This design comes from an exercise in tuning for small area on the open sky130 flow, not from production work. Function not checked in this run: the RTL went through the layout flow alone. The flow treats the clock pin as an ideal source, which a real chip does not have.

==> design/flow/design.v <==
`timescale 1ns/10ps
module QAM(clk, rst, en, Din, IFout);
input clk, rst, en;
input Din;
output reg signed [17:0] IFout;
reg ce2;           
reg sm_ctrl;       
reg swap;          
reg [1:0] spc;     
reg sm_i, sm_q;    
reg [3:0] usi;     
reg [3:0] cnt;     
reg [8:0] sym_i, sym_q;  
reg [1:0] mix_cnt;
reg [15:0] acc;    
wire en0 = en & ce2;
wire en1 = sm_ctrl & ce2;
wire en2 = usi[3];
wire [1:0] sw = usi[1:0];
wire load = en2 & (sw == 2'd0);
wire neg = ~mix_cnt[1];                         
wire [8:0] s = mix_cnt[0] ? sym_i : sym_q;      
wire [8:0] x = s ^ {9{neg}};
wire [8:0] v;      
assign v[0] = cnt > 4'd0;
assign v[1] = cnt > 4'd1;
assign v[2] = cnt > 4'd2;
assign v[3] = cnt > 4'd3;
assign v[4] = cnt > 4'd4;
assign v[5] = cnt > 4'd5;
assign v[6] = cnt > 4'd6;
assign v[7] = cnt > 4'd7;
assign v[8] = cnt > 4'd8;
reg [15:0] g0_7;    
always @(*) begin
  case ({sw, x[0], x[7], v[0], v[7]})
    6'd0: g0_7 = 16'd341;
    6'd1: g0_7 = 16'd608;
    6'd2: g0_7 = 16'd267;
    6'd3: g0_7 = 16'd534;
    6'd4: g0_7 = 16'd341;
    6'd5: g0_7 = 16'd74;
    6'd6: g0_7 = 16'd267;
    6'd7: g0_7 = 16'd0;
    6'd8: g0_7 = 16'd341;
    6'd9: g0_7 = 16'd608;
    6'd10: g0_7 = 16'd415;
    6'd11: g0_7 = 16'd682;
    6'd12: g0_7 = 16'd341;
    6'd13: g0_7 = 16'd74;
    6'd14: g0_7 = 16'd415;
    6'd15: g0_7 = 16'd148;
    6'd16: g0_7 = 16'd233;
    6'd17: g0_7 = 16'd0;
    6'd18: g0_7 = 16'd233;
    6'd19: g0_7 = 16'd0;
    6'd20: g0_7 = 16'd233;
    6'd21: g0_7 = 16'd466;
    6'd22: g0_7 = 16'd233;
    6'd23: g0_7 = 16'd466;
    6'd24: g0_7 = 16'd233;
    6'd25: g0_7 = 16'd0;
    6'd26: g0_7 = 16'd233;
    6'd27: g0_7 = 16'd0;
    6'd28: g0_7 = 16'd233;
    6'd29: g0_7 = 16'd466;
    6'd30: g0_7 = 16'd233;
    6'd31: g0_7 = 16'd466;
    6'd32: g0_7 = 16'd276;
    6'd33: g0_7 = 16'd0;
    6'd34: g0_7 = 16'd276;
    6'd35: g0_7 = 16'd0;
    6'd36: g0_7 = 16'd276;
    6'd37: g0_7 = 16'd552;
    6'd38: g0_7 = 16'd276;
    6'd39: g0_7 = 16'd552;
    6'd40: g0_7 = 16'd276;
    6'd41: g0_7 = 16'd0;
    6'd42: g0_7 = 16'd276;
    6'd43: g0_7 = 16'd0;
    6'd44: g0_7 = 16'd276;
    6'd45: g0_7 = 16'd552;
    6'd46: g0_7 = 16'd276;
    6'd47: g0_7 = 16'd552;
    6'd48: g0_7 = 16'd204;
    6'd49: g0_7 = 16'd240;
    6'd50: g0_7 = 16'd36;
    6'd51: g0_7 = 16'd72;
    6'd52: g0_7 = 16'd204;
    6'd53: g0_7 = 16'd168;
    6'd54: g0_7 = 16'd36;
    6'd55: g0_7 = 16'd0;
    6'd56: g0_7 = 16'd204;
    6'd57: g0_7 = 16'd240;
    6'd58: g0_7 = 16'd372;
    6'd59: g0_7 = 16'd408;
    6'd60: g0_7 = 16'd204;
    6'd61: g0_7 = 16'd168;
    6'd62: g0_7 = 16'd372;
    6'd63: g0_7 = 16'd336;
  endcase
end
reg [15:0] g1_8;    
always @(*) begin
  case ({sw, x[1], x[8], v[1], v[8]})
    6'd0: g1_8 = 16'd43531;
    6'd1: g1_8 = 16'd43531;
    6'd2: g1_8 = 16'd43255;
    6'd3: g1_8 = 16'd43255;
    6'd4: g1_8 = 16'd43531;
    6'd5: g1_8 = 16'd43531;
    6'd6: g1_8 = 16'd43255;
    6'd7: g1_8 = 16'd43255;
    6'd8: g1_8 = 16'd43531;
    6'd9: g1_8 = 16'd43531;
    6'd10: g1_8 = 16'd43807;
    6'd11: g1_8 = 16'd43807;
    6'd12: g1_8 = 16'd43531;
    6'd13: g1_8 = 16'd43531;
    6'd14: g1_8 = 16'd43807;
    6'd15: g1_8 = 16'd43807;
    6'd16: g1_8 = 16'd43548;
    6'd17: g1_8 = 16'd43733;
    6'd18: g1_8 = 16'd43733;
    6'd19: g1_8 = 16'd43918;
    6'd20: g1_8 = 16'd43548;
    6'd21: g1_8 = 16'd43363;
    6'd22: g1_8 = 16'd43733;
    6'd23: g1_8 = 16'd43548;
    6'd24: g1_8 = 16'd43548;
    6'd25: g1_8 = 16'd43733;
    6'd26: g1_8 = 16'd43363;
    6'd27: g1_8 = 16'd43548;
    6'd28: g1_8 = 16'd43548;
    6'd29: g1_8 = 16'd43363;
    6'd30: g1_8 = 16'd43363;
    6'd31: g1_8 = 16'd43178;
    6'd32: g1_8 = 16'd43596;
    6'd33: g1_8 = 16'd43522;
    6'd34: g1_8 = 16'd43863;
    6'd35: g1_8 = 16'd43789;
    6'd36: g1_8 = 16'd43596;
    6'd37: g1_8 = 16'd43670;
    6'd38: g1_8 = 16'd43863;
    6'd39: g1_8 = 16'd43937;
    6'd40: g1_8 = 16'd43596;
    6'd41: g1_8 = 16'd43522;
    6'd42: g1_8 = 16'd43329;
    6'd43: g1_8 = 16'd43255;
    6'd44: g1_8 = 16'd43596;
    6'd45: g1_8 = 16'd43670;
    6'd46: g1_8 = 16'd43329;
    6'd47: g1_8 = 16'd43403;
    6'd48: g1_8 = 16'd41862;
    6'd49: g1_8 = 16'd41694;
    6'd50: g1_8 = 16'd41898;
    6'd51: g1_8 = 16'd41730;
    6'd52: g1_8 = 16'd41862;
    6'd53: g1_8 = 16'd42030;
    6'd54: g1_8 = 16'd41898;
    6'd55: g1_8 = 16'd42066;
    6'd56: g1_8 = 16'd41862;
    6'd57: g1_8 = 16'd41694;
    6'd58: g1_8 = 16'd41826;
    6'd59: g1_8 = 16'd41658;
    6'd60: g1_8 = 16'd41862;
    6'd61: g1_8 = 16'd42030;
    6'd62: g1_8 = 16'd41826;
    6'd63: g1_8 = 16'd41994;
  endcase
end
reg [15:0] g2_6;    
always @(*) begin
  case ({sw, x[2], x[6], v[2], v[6]})
    6'd0: g2_6 = 16'd516;
    6'd1: g2_6 = 16'd794;
    6'd2: g2_6 = 16'd754;
    6'd3: g2_6 = 16'd1032;
    6'd4: g2_6 = 16'd516;
    6'd5: g2_6 = 16'd238;
    6'd6: g2_6 = 16'd754;
    6'd7: g2_6 = 16'd476;
    6'd8: g2_6 = 16'd516;
    6'd9: g2_6 = 16'd794;
    6'd10: g2_6 = 16'd278;
    6'd11: g2_6 = 16'd556;
    6'd12: g2_6 = 16'd516;
    6'd13: g2_6 = 16'd238;
    6'd14: g2_6 = 16'd278;
    6'd15: g2_6 = 16'd0;
    6'd16: g2_6 = 16'd1495;
    6'd17: g2_6 = 16'd233;
    6'd18: g2_6 = 16'd1262;
    6'd19: g2_6 = 16'd0;
    6'd20: g2_6 = 16'd1495;
    6'd21: g2_6 = 16'd2757;
    6'd22: g2_6 = 16'd1262;
    6'd23: g2_6 = 16'd2524;
    6'd24: g2_6 = 16'd1495;
    6'd25: g2_6 = 16'd233;
    6'd26: g2_6 = 16'd1728;
    6'd27: g2_6 = 16'd466;
    6'd28: g2_6 = 16'd1495;
    6'd29: g2_6 = 16'd2757;
    6'd30: g2_6 = 16'd1728;
    6'd31: g2_6 = 16'd2990;
    6'd32: g2_6 = 16'd516;
    6'd33: g2_6 = 16'd754;
    6'd34: g2_6 = 16'd794;
    6'd35: g2_6 = 16'd1032;
    6'd36: g2_6 = 16'd516;
    6'd37: g2_6 = 16'd278;
    6'd38: g2_6 = 16'd794;
    6'd39: g2_6 = 16'd556;
    6'd40: g2_6 = 16'd516;
    6'd41: g2_6 = 16'd754;
    6'd42: g2_6 = 16'd238;
    6'd43: g2_6 = 16'd476;
    6'd44: g2_6 = 16'd516;
    6'd45: g2_6 = 16'd278;
    6'd46: g2_6 = 16'd238;
    6'd47: g2_6 = 16'd0;
    6'd48: g2_6 = 16'd1426;
    6'd49: g2_6 = 16'd2139;
    6'd50: g2_6 = 16'd2139;
    6'd51: g2_6 = 16'd2852;
    6'd52: g2_6 = 16'd1426;
    6'd53: g2_6 = 16'd713;
    6'd54: g2_6 = 16'd2139;
    6'd55: g2_6 = 16'd1426;
    6'd56: g2_6 = 16'd1426;
    6'd57: g2_6 = 16'd2139;
    6'd58: g2_6 = 16'd713;
    6'd59: g2_6 = 16'd1426;
    6'd60: g2_6 = 16'd1426;
    6'd61: g2_6 = 16'd713;
    6'd62: g2_6 = 16'd713;
    6'd63: g2_6 = 16'd0;
  endcase
end
reg [15:0] g3_5;    
always @(*) begin
  case ({sw, x[3], x[5], v[3], v[5]})
    6'd0: g3_5 = 16'd5190;
    6'd1: g3_5 = 16'd2598;
    6'd2: g3_5 = 16'd7788;
    6'd3: g3_5 = 16'd5196;
    6'd4: g3_5 = 16'd5190;
    6'd5: g3_5 = 16'd7782;
    6'd6: g3_5 = 16'd7788;
    6'd7: g3_5 = 16'd10380;
    6'd8: g3_5 = 16'd5190;
    6'd9: g3_5 = 16'd2598;
    6'd10: g3_5 = 16'd2592;
    6'd11: g3_5 = 16'd0;
    6'd12: g3_5 = 16'd5190;
    6'd13: g3_5 = 16'd7782;
    6'd14: g3_5 = 16'd2592;
    6'd15: g3_5 = 16'd5184;
    6'd16: g3_5 = 16'd10761;
    6'd17: g3_5 = 16'd20260;
    6'd18: g3_5 = 16'd9499;
    6'd19: g3_5 = 16'd18998;
    6'd20: g3_5 = 16'd10761;
    6'd21: g3_5 = 16'd1262;
    6'd22: g3_5 = 16'd9499;
    6'd23: g3_5 = 16'd0;
    6'd24: g3_5 = 16'd10761;
    6'd25: g3_5 = 16'd20260;
    6'd26: g3_5 = 16'd12023;
    6'd27: g3_5 = 16'd21522;
    6'd28: g3_5 = 16'd10761;
    6'd29: g3_5 = 16'd1262;
    6'd30: g3_5 = 16'd12023;
    6'd31: g3_5 = 16'd2524;
    6'd32: g3_5 = 16'd5190;
    6'd33: g3_5 = 16'd7788;
    6'd34: g3_5 = 16'd2598;
    6'd35: g3_5 = 16'd5196;
    6'd36: g3_5 = 16'd5190;
    6'd37: g3_5 = 16'd2592;
    6'd38: g3_5 = 16'd2598;
    6'd39: g3_5 = 16'd0;
    6'd40: g3_5 = 16'd5190;
    6'd41: g3_5 = 16'd7788;
    6'd42: g3_5 = 16'd7782;
    6'd43: g3_5 = 16'd10380;
    6'd44: g3_5 = 16'd5190;
    6'd45: g3_5 = 16'd2592;
    6'd46: g3_5 = 16'd7782;
    6'd47: g3_5 = 16'd5184;
    6'd48: g3_5 = 16'd3460;
    6'd49: g3_5 = 16'd1730;
    6'd50: g3_5 = 16'd1730;
    6'd51: g3_5 = 16'd0;
    6'd52: g3_5 = 16'd3460;
    6'd53: g3_5 = 16'd5190;
    6'd54: g3_5 = 16'd1730;
    6'd55: g3_5 = 16'd3460;
    6'd56: g3_5 = 16'd3460;
    6'd57: g3_5 = 16'd1730;
    6'd58: g3_5 = 16'd5190;
    6'd59: g3_5 = 16'd3460;
    6'd60: g3_5 = 16'd3460;
    6'd61: g3_5 = 16'd5190;
    6'd62: g3_5 = 16'd5190;
    6'd63: g3_5 = 16'd6920;
  endcase
end
wire [15:0] t4;    
reg [15:0] kz4;
always @(*) begin
  case (sw)
    2'd0: kz4 = 16'd15958;
    2'd1: kz4 = 16'd9499;
    2'd2: kz4 = 16'd15958;
    2'd3: kz4 = 16'd18584;
  endcase
end
reg [15:0] kxn4;
always @(*) begin
  case (sw)
    2'd0: kxn4 = 16'd31916;
    2'd1: kxn4 = 16'd18998;
    2'd2: kxn4 = 16'd31916;
    2'd3: kxn4 = 16'd37168;
  endcase
end
assign t4 = ({16{~v[4]}} & kz4) | ({16{v[4] & ~x[4]}} & kxn4);
wire fs1 = g0_7[0] ^ g1_8[0] ^ g2_6[0];
wire fc2 = (g0_7[0] & g1_8[0]) | (g0_7[0] & g2_6[0]) | (g1_8[0] & g2_6[0]);
wire fs3 = g0_7[1] ^ g1_8[1] ^ g2_6[1];
wire fc4 = (g0_7[1] & g1_8[1]) | (g0_7[1] & g2_6[1]) | (g1_8[1] & g2_6[1]);
wire fs5 = g0_7[2] ^ g1_8[2] ^ g2_6[2];
wire fc6 = (g0_7[2] & g1_8[2]) | (g0_7[2] & g2_6[2]) | (g1_8[2] & g2_6[2]);
wire fs7 = g0_7[3] ^ g1_8[3] ^ g2_6[3];
wire fc8 = (g0_7[3] & g1_8[3]) | (g0_7[3] & g2_6[3]) | (g1_8[3] & g2_6[3]);
wire fs9 = g0_7[4] ^ g1_8[4] ^ g2_6[4];
wire fc10 = (g0_7[4] & g1_8[4]) | (g0_7[4] & g2_6[4]) | (g1_8[4] & g2_6[4]);
wire fs11 = g0_7[5] ^ g1_8[5] ^ g2_6[5];
wire fc12 = (g0_7[5] & g1_8[5]) | (g0_7[5] & g2_6[5]) | (g1_8[5] & g2_6[5]);
wire fs13 = g0_7[6] ^ g1_8[6] ^ g2_6[6];
wire fc14 = (g0_7[6] & g1_8[6]) | (g0_7[6] & g2_6[6]) | (g1_8[6] & g2_6[6]);
wire fs15 = g0_7[7] ^ g1_8[7] ^ g2_6[7];
wire fc16 = (g0_7[7] & g1_8[7]) | (g0_7[7] & g2_6[7]) | (g1_8[7] & g2_6[7]);
wire fs17 = g0_7[8] ^ g1_8[8] ^ g2_6[8];
wire fc18 = (g0_7[8] & g1_8[8]) | (g0_7[8] & g2_6[8]) | (g1_8[8] & g2_6[8]);
wire fs19 = g0_7[9] ^ g1_8[9] ^ g2_6[9];
wire fc20 = (g0_7[9] & g1_8[9]) | (g0_7[9] & g2_6[9]) | (g1_8[9] & g2_6[9]);
wire fs21 = g1_8[10] ^ g2_6[10] ^ g3_5[10];
wire fc22 = (g1_8[10] & g2_6[10]) | (g1_8[10] & g3_5[10]) | (g2_6[10] & g3_5[10]);
wire fs23 = g1_8[11] ^ g2_6[11] ^ g3_5[11];
wire fc24 = (g1_8[11] & g2_6[11]) | (g1_8[11] & g3_5[11]) | (g2_6[11] & g3_5[11]);
wire fs25 = fc2 ^ fs3 ^ g3_5[1];
wire fc26 = (fc2 & fs3) | (fc2 & g3_5[1]) | (fs3 & g3_5[1]);
wire fs27 = fc4 ^ fs5 ^ g3_5[2];
wire fc28 = (fc4 & fs5) | (fc4 & g3_5[2]) | (fs5 & g3_5[2]);
wire fs29 = fc6 ^ fs7 ^ g3_5[3];
wire fc30 = (fc6 & fs7) | (fc6 & g3_5[3]) | (fs7 & g3_5[3]);
wire fs31 = fc8 ^ fs9 ^ g3_5[4];
wire fc32 = (fc8 & fs9) | (fc8 & g3_5[4]) | (fs9 & g3_5[4]);
wire fs33 = fc10 ^ fs11 ^ g3_5[5];
wire fc34 = (fc10 & fs11) | (fc10 & g3_5[5]) | (fs11 & g3_5[5]);
wire fs35 = fc12 ^ fs13 ^ g3_5[6];
wire fc36 = (fc12 & fs13) | (fc12 & g3_5[6]) | (fs13 & g3_5[6]);
wire fs37 = fc14 ^ fs15 ^ g3_5[7];
wire fc38 = (fc14 & fs15) | (fc14 & g3_5[7]) | (fs15 & g3_5[7]);
wire fs39 = fc16 ^ fs17 ^ g3_5[8];
wire fc40 = (fc16 & fs17) | (fc16 & g3_5[8]) | (fs17 & g3_5[8]);
wire fs41 = fc18 ^ fs19 ^ g3_5[9];
wire fc42 = (fc18 & fs19) | (fc18 & g3_5[9]) | (fs19 & g3_5[9]);
wire fs43 = fc20 ^ fs21 ^ t4[10];
wire fc44 = (fc20 & fs21) | (fc20 & t4[10]) | (fs21 & t4[10]);
wire fs45 = fc22 ^ fs23 ^ t4[11];
wire fc46 = (fc22 & fs23) | (fc22 & t4[11]) | (fs23 & t4[11]);
wire fs47 = fc24 ^ g3_5[12] ^ t4[12];
wire fc48 = (fc24 & g3_5[12]) | (fc24 & t4[12]) | (g3_5[12] & t4[12]);
wire fs49 = g3_5[13] ^ t4[13] ^ 1'b1;
wire fc50 = (g3_5[13] & t4[13]) | (g3_5[13] & 1'b1) | (t4[13] & 1'b1);
wire fs51 = fs1 ^ g3_5[0] ^ t4[0];
wire fc52 = (fs1 & g3_5[0]) | (fs1 & t4[0]) | (g3_5[0] & t4[0]);
wire hs53 = fs25 ^ t4[1];
wire hc54 = fs25 & t4[1];
wire fs55 = fc26 ^ fs27 ^ t4[2];
wire fc56 = (fc26 & fs27) | (fc26 & t4[2]) | (fs27 & t4[2]);
wire fs57 = fc28 ^ fs29 ^ t4[3];
wire fc58 = (fc28 & fs29) | (fc28 & t4[3]) | (fs29 & t4[3]);
wire fs59 = fc30 ^ fs31 ^ t4[4];
wire fc60 = (fc30 & fs31) | (fc30 & t4[4]) | (fs31 & t4[4]);
wire fs61 = fc32 ^ fs33 ^ t4[5];
wire fc62 = (fc32 & fs33) | (fc32 & t4[5]) | (fs33 & t4[5]);
wire fs63 = fc34 ^ fs35 ^ t4[6];
wire fc64 = (fc34 & fs35) | (fc34 & t4[6]) | (fs35 & t4[6]);
wire fs65 = fc36 ^ fs37 ^ t4[7];
wire fc66 = (fc36 & fs37) | (fc36 & t4[7]) | (fs37 & t4[7]);
wire fs67 = fc38 ^ fs39 ^ t4[8];
wire fc68 = (fc38 & fs39) | (fc38 & t4[8]) | (fs39 & t4[8]);
wire fs69 = fc40 ^ fs41 ^ t4[9];
wire fc70 = (fc40 & fs41) | (fc40 & t4[9]) | (fs41 & t4[9]);
wire hs71 = fc42 ^ fs43;
wire hc72 = fc42 & fs43;
wire hs73 = fc44 ^ fs45;
wire hc74 = fc44 & fs45;
wire hs75 = fc46 ^ fs47;
wire hc76 = fc46 & fs47;
wire hs77 = fc48 ^ fs49;
wire hc78 = fc48 & fs49;
wire fs79 = fc50 ^ g3_5[14] ^ t4[14];
wire fc80 = (fc50 & g3_5[14]) | (fc50 & t4[14]) | (g3_5[14] & t4[14]);
wire hs81 = t4[15] ^ 1'b1;
wire [15:0] cpa_a = {fc80, hc78, hc76, hc74, hc72, fc70, fc68, fc66, fc64, fc62, fc60, fc58, fc56, hc54, fc52, fs51};
wire [15:0] cpa_b = {hs81, fs79, hs77, hs75, hs73, hs71, fs69, fs67, fs65, fs63, fs61, fs59, fs57, fs55, hs53, 1'b0};
wire [15:0] cpa_s = cpa_a + cpa_b;
wire [15:0] nxt = {cpa_s[15], cpa_s[14], cpa_s[13], cpa_s[12], cpa_s[11], cpa_s[10], cpa_s[9], cpa_s[8], cpa_s[7], cpa_s[6], cpa_s[5], cpa_s[4], cpa_s[3], cpa_s[2], cpa_s[1], cpa_s[0]};
always @(posedge clk or posedge rst) begin
	if (rst) begin
		ce2 <= 1'b0; sm_ctrl <= 1'b0; swap <= 1'b0; spc <= 2'd0;
		sm_i <= 1'b0; sm_q <= 1'b0;
		usi <= 4'd0; cnt <= 4'd0; sym_i <= 9'd0; sym_q <= 9'd0;
		mix_cnt <= 2'd0; acc <= 16'd0;
	end
	else begin
		ce2 <= ~ce2;
		if (ce2) sm_ctrl <= ~sm_ctrl;
		if (en0) begin
			swap <= ~swap;
			if (!swap) spc[0] <= Din;
			else spc <= {spc[0], Din};
		end
		if (en1) begin
			sm_i <= spc[1];
			sm_q <= spc[0];
		end
		if (!usi[3]) begin
			if (en) usi <= usi + 4'd1;
		end
		else usi[1:0] <= usi[1:0] + 2'd1;
		if (load) begin
			sym_i <= {sym_i[7:0], sm_i};
			sym_q <= {sym_q[7:0], sm_q};
			if (cnt != 4'd9) cnt <= cnt + 4'd1;
		end
		if (en) mix_cnt <= mix_cnt + 2'd1;
		acc <= nxt;
	end
end
always @(*) IFout = {acc[15], acc[15], acc};
endmodule
==> design/flow/flow/run.sh <==
#!/bin/bash
# Layout flow: the standard ORFS flow (standard.sh) with these changes:
#  - Yosys's generic synthesis runs without its intermediate ABC pass (SYNTH_ARGS=-noabc),
#    so the adder tree written in the RTL reaches full-adder extraction as written;
#    registers, their names and cell types are those of the standard synthesis;
#  - the final ABC technology mapping uses an area-oriented script (flow/abc_area.script),
#    through a copy of ORFS's scripts folder that differs only in that file;
#  - after clock-tree synthesis, flow/post_cts.tcl delays the clock of the output register
#    (useful skew for the register-to-register paths into it), then runs the CTS step's
#    timing repair, which ORFS is told to skip (SKIP_CTS_REPAIR_TIMING=1);
#  - every input and output port still gets its own buffer, but the smallest one
#    (sky130_fd_sc_hd__buf_1); the resizer may still resize it.
# Each ORFS step writes its own log under orfs/logs/; make's output goes to make.log here.
set -euo pipefail
rm -rf scripts_local
cp -r "$FLOW_HOME/scripts" scripts_local
cp flow/abc_area.script scripts_local/abc_area.script
bash standard.sh SYNTH_ARGS=-noabc SCRIPTS_DIR="$PWD/scripts_local" SKIP_CTS_REPAIR_TIMING=1 \
  POST_CTS_TCL="$PWD/flow/post_cts.tcl" "BUFFER_PORTS_ARGS=-buffer_cell sky130_fd_sc_hd__buf_1" \
  "SKEW_CELLS=sky130_fd_sc_hd__clkdlybuf4s50_1 sky130_fd_sc_hd__clkdlybuf4s50_1 sky130_fd_sc_hd__clkbuf_8" finish > make.log 2>&1
==> design/flow/flow/abc_area.script <==
strash
dch -f
amap
topo
dnsize -c
==> design/flow/flow/post_cts.tcl <==
# Runs at the end of ORFS's CTS step (POST_CTS_TCL), which is told to skip its own timing
# repair (SKIP_CTS_REPAIR_TIMING=1); this script does that repair after the change below.
#
# Useful skew for the register-to-register paths into the output register acc (IFout):
# acc's clock pins are moved from the clock tree's leaf nets to one net that a delay cell
# and a clock buffer drive from the leaf net of acc[0]. Every path into acc comes from
# another register of the design; acc's outputs go only to the output ports, whose
# timing this makes harder, not easier. Inputs reach no acc data pin combinationally.
set block [ord::get_db_block]
set db [ord::get_db]
set accs {}
foreach inst [$block getInsts] {
  if {[string range [$inst getName] 0 3] eq "acc\\" && [$inst findITerm CLK] ne "NULL"} {
    lappend accs $inst
  }
}
puts "skew: [llength $accs] acc registers"
set first [lindex $accs 0]
set leaf [[$first findITerm CLK] getNet]
set sx 0; set sy 0
foreach inst $accs {
  lassign [$inst getLocation] x y
  set sx [expr {$sx + $x}]; set sy [expr {$sy + $y}]
}
set cx [expr {int($sx / [llength $accs])}]
set cy [expr {int($sy / [llength $accs])}]
set prev $leaf
set i 0
foreach cell $::env(SKEW_CELLS) {
  set master [$db findMaster $cell]
  set buf [odb::dbInst_create $block $master "skew_buf_$i"]
  set net [odb::dbNet_create $block "skew_net_$i"]
  $net setSigType CLOCK
  [$buf findITerm A] connect $prev
  [$buf findITerm X] connect $net
  $buf setLocation $cx $cy
  $buf setPlacementStatus PLACED
  set prev $net
  incr i
}
foreach inst $accs {
  set it [$inst findITerm CLK]
  $it disconnect
  $it connect $prev
}
set_propagated_clock [all_clocks]
estimate_parasitics -placement
set result [catch { detailed_placement } msg]
if { $result != 0 } { error "Detailed placement failed after skew: $msg" }
estimate_parasitics -placement
report_checks -path_delay max -group_path_count 1 -format end
repair_timing_helper
set result [catch { detailed_placement } msg]
if { $result != 0 } { error "Detailed placement failed after repair: $msg" }
check_placement -verbose
report_design_area
==> design/flow/standard.sh <==
#!/bin/bash
# synth_recipe.tcl (not shown) runs the flow's synth.tcl, then flattens the netlist and writes it again
# the make line also repeats each setting of config.mk as NAME=value (left out here)
make -C /OpenROAD-flow-scripts/flow DESIGN_CONFIG=/design/flow/config.mk WORK_HOME=/design/flow/orfs CLKGATE_MAP_FILE= SYNTH_SCRIPT=/design/flow/synth_recipe.tcl "${@:-finish}"
==> design/flow/config.mk <==
export PLATFORM = sky130hd
export DESIGN_NAME = QAM
export DESIGN_NICKNAME = QAM
export VERILOG_FILES = /design/flow/design.v
export SDC_FILE = /design/flow/constraint.sdc
export NUM_CORES = 4
export LEC_CHECK = 0
export ABC_AREA = 1
export CAP_MARGIN = 20
export CORE_MARGIN = 2
export CORE_UTILIZATION = 40
export CTS_BUF_LIST = sky130_fd_sc_hd__clkbuf_8
export GPL_TIMING_DRIVEN = 0
export SLEW_MARGIN = 20
==> design/flow/constraint.sdc <==
create_clock -name core_clock -period 5.0 [get_ports {clk}]
set_input_delay 1.0000 -clock core_clock [delete_from_list [all_inputs] [get_ports {clk}]]
set_output_delay 1.0000 -clock core_clock [all_outputs]
set_load 0.01 [all_outputs]
==> impl_metrics.env <==
export IMPL_status="timing/DRC/antenna clean"
export IMPL_die_x_um=110.7
export IMPL_yosys_area_top_type="dfrtp_1"
export IMPL_routed_wl_um=12500
export IMPL_viasPerCell=5.768
export IMPL_fin_hold_ws_ns=0.1101
export IMPL_syn2layout_area_growth_pct=14.72
export IMPL_relSlewSlack=0.4991
export IMPL_ant_nets=0
export IMPL_coreArea_mm2=0.01098
export IMPL_start_kind="flop"
export IMPL_io_buffers=21
export IMPL_first_pass_iters=5
export IMPL_grt_max_degree=32
export IMPL_drv_slew=0
export IMPL_via_count=4205
export IMPL_initial_core_util=0.4148
export IMPL_placed_area_mm2=0.004960
export IMPL_hold_path_class="reg -> reg"
export IMPL_grt_pass1_vias=4066
export IMPL_synth_main_ff_cell="dfrtp_1"
export IMPL_max_cap_viol_count=0
export IMPL_fp_dieH_um=110.7
export IMPL_fmax_mhz=219.2
export IMPL_layout_commonest_cell="nor2_1"
export IMPL_worst_slew_pin_transition_ns=0.7464
export IMPL_io_pins=22
export IMPL_synthTopCellsByArea="dfrtp_1, fa_1, nor2_1"
export IMPL_yosys_warnings=1
export IMPL_diodes=0
export IMPL_antenna_found_initial=0
export IMPL_grt_setup_unrepaired="no"
export IMPL_syn_inst=549
export IMPL_fin_nets=658
export IMPL_gp_congestion=0.9142
export IMPL_synth_nets=619
export IMPL_grt_pass1_wl_um=20960
export IMPL_critPathMaxFanout=6
export IMPL_postLayoutCellArea_mm2=0.005226
export IMPL_period_share=0.9125
export IMPL_ys_types=35
export IMPL_yosys_area_top_type_share=0.2801
export IMPL_fin_crit_ns=4.563
export IMPL_synth_area_per_cell_um2=8.298
export IMPL_grt_total_usage=0.2110
export IMPL_layout_common_cells="nor2_1, o21ai_0, clkinv_1, dfrtp_1, nand2_1"
export IMPL_finalHoldViolations=0
export IMPL_dieArea_mm2=0.01226
export IMPL_grt_overflow=0
export IMPL_synth_seq_cells=51
export IMPL_dp_hpwl_um=9566
export IMPL_endpoint_kind="flop"
export IMPL_fin_skew_ns=1.152
export IMPL_cts_tree="done"
export IMPL_crit_arrival_ns=5.90
export IMPL_synth_edf_count=0
export IMPL_seq_area_frac_synth=0.2801
export IMPL_synth_area_mm2=0.004556
export IMPL_final_setup_viol_count=0
export IMPL_required_ns=6.34
export IMPL_critPathKind="reg -> reg"
export IMPL_drt_iter0_drc=348
export IMPL_clock_latency_ns=1.45
export IMPL_clk_pin_slew_ns=0.10
export IMPL_rows=38
export IMPL_ys_async_sr_fraction=1.000
export IMPL_clock_sinks=51
export IMPL_wl_per_cell_um=17.15
export IMPL_final_layout_size_suffix_gt1_frac=0.1154
export IMPL_drc=0
[cells in the mapped netlist (2+ instances only)]
library cell / number
nand3_1: 2
a311oi_1: 2
a32o_1: 2
o221ai_1: 11
o32a_1: 2
a31oi_1: 7
o31ai_1: 5
or2_0: 2
o21a_1: 3
buf_4: 2
ha_1: 31
clkinv_1: 69
o22ai_1: 25
fa_1: 35
o211ai_1: 3
dfrtp_1: 51
o22a_1: 20
nor3_1: 10
a221o_1: 2
a221oi_1: 2
nand2_1: 39
a21oi_1: 36
o41ai_1: 2
o32ai_1: 3
o21ai_0: 63
nor2_1: 105
a211oi_1: 7
[logic make-up after synthesis]
group,after synthesis,share of synthesized area
AOI/OAI and AO/OA,201,0.2834
adders and majority gates,66,0.2389
buffers and inverters,71,0.06015
DFF,51,0.2801
and+or+nand+nor,160,0.1373
[path summary, 6_finish.rpt]
check | startpoint | end | slack [ns] | cells after the start
setup / recovery | mix_cnt[0] | acc[14] | 0.44 | 25
hold / removal | cnt[3] | acc[0] | 0.11 | 3
setup reg to reg | mix_cnt[0] | acc[14] | 0.44 | 25
hold reg to reg | cnt[3] | acc[0] | 0.11 | 3
max in group asynchronous | rst | usi[0] | 3.29 | 4
min in group asynchronous | rst | acc[2] | 0.37 | 4
[metal layers]
metal  GRT usage  part of all wire
met5           0                 0
met1      0.3031              0.46
met2      0.3247              0.46
met4     0.07417             0.028
met3     0.03280             0.055
[cell type report, without the clock buffers]
cell class | count | area, um2
Sequential cell | 51 | 1289
Inverter | 69 | 299.0
Multi-Input combinational cell | 427 | 3169
Buffer | 5 | 48.80
Tap cell | 140 | 175.2
Clock inverter | 3 | 21.27
Timing Repair Buffer | 29 | 155.1
Fill cell | 1084 | 5757
[sequential cells by signal (all words and copies together) (netlist names)]
name	flops
mix_cnt	2
sym_i	9
sym_q	9
sm_ctrl	1
ce2	1
sm_q	1
swap	1
sm_i	1
spc	2
cnt	4
usi	4
acc	16
[through the flow]
step                      TNS [ns]  utilization  setup slack (ns)  cells
after global placement      -7.055       0.4496            -1.212    710
after floorplan            -0.3369            -           -0.2141    549
final                            0       0.4758            0.4373    729
after detailed placement    -7.549       0.4516            -1.297    711
after global routing             0       0.4758           0.07203    729
[critical path, stage by stage, from the launching register on]
cell and delay [ns]:
dfrtp_2 0.48, clkbuf_2 0.18, o22ai_2 0.19, nor2_1 0.07
a21oi_2 0.20, nand2_1 0.16, nor2_1 0.17, clkinv_1 0.14
o21ai_1 0.19, clkinv_1 0.08, o22ai_1 0.22, fa_1 0.51
fa_1 0.53, fa_2 0.47, ha_1 0.29, a211oi_1 0.07
a21oi_2 0.14, clkinv_1 0.10, o31ai_2 0.23, clkinv_1 0.14
o31ai_2 0.27, inv_2 0.09, o31ai_4 0.21, inv_2 0.09
o41ai_2 0.24, o21ai_0 0.12

[afterwards: timing with drivers on the ports]
The results above use ideal ports. As a check the final layout listed here was re-extracted and re-timed, cells and wires unchanged.
Step 1: set_driving_cell puts a clkbuf_16 on clk and a buf_2 on each other input, an assumption about the parent block.
Step 2, shift: input delay + t, output delay - t, t = (earliest + latest rising clock arrival at the registers) / 2. This alone moves slack from input paths to output paths.
Slacks: ideal / step 1 / step 2; pairs: ideal / step 1.
t, ns: 0.909
setup WS [ns]: 0.437 / 0.437 / 0.437
latest minus earliest clock arrival (ns): 1.152 / 1.152
cell pins on the clock port's net: 1
Clock arrivals are far apart in this run, so t is only a midpoint there and step 2 fits no single register. The setup slack of this run moves by 0.000 ns with the drivers and by 0.000 ns with both steps.
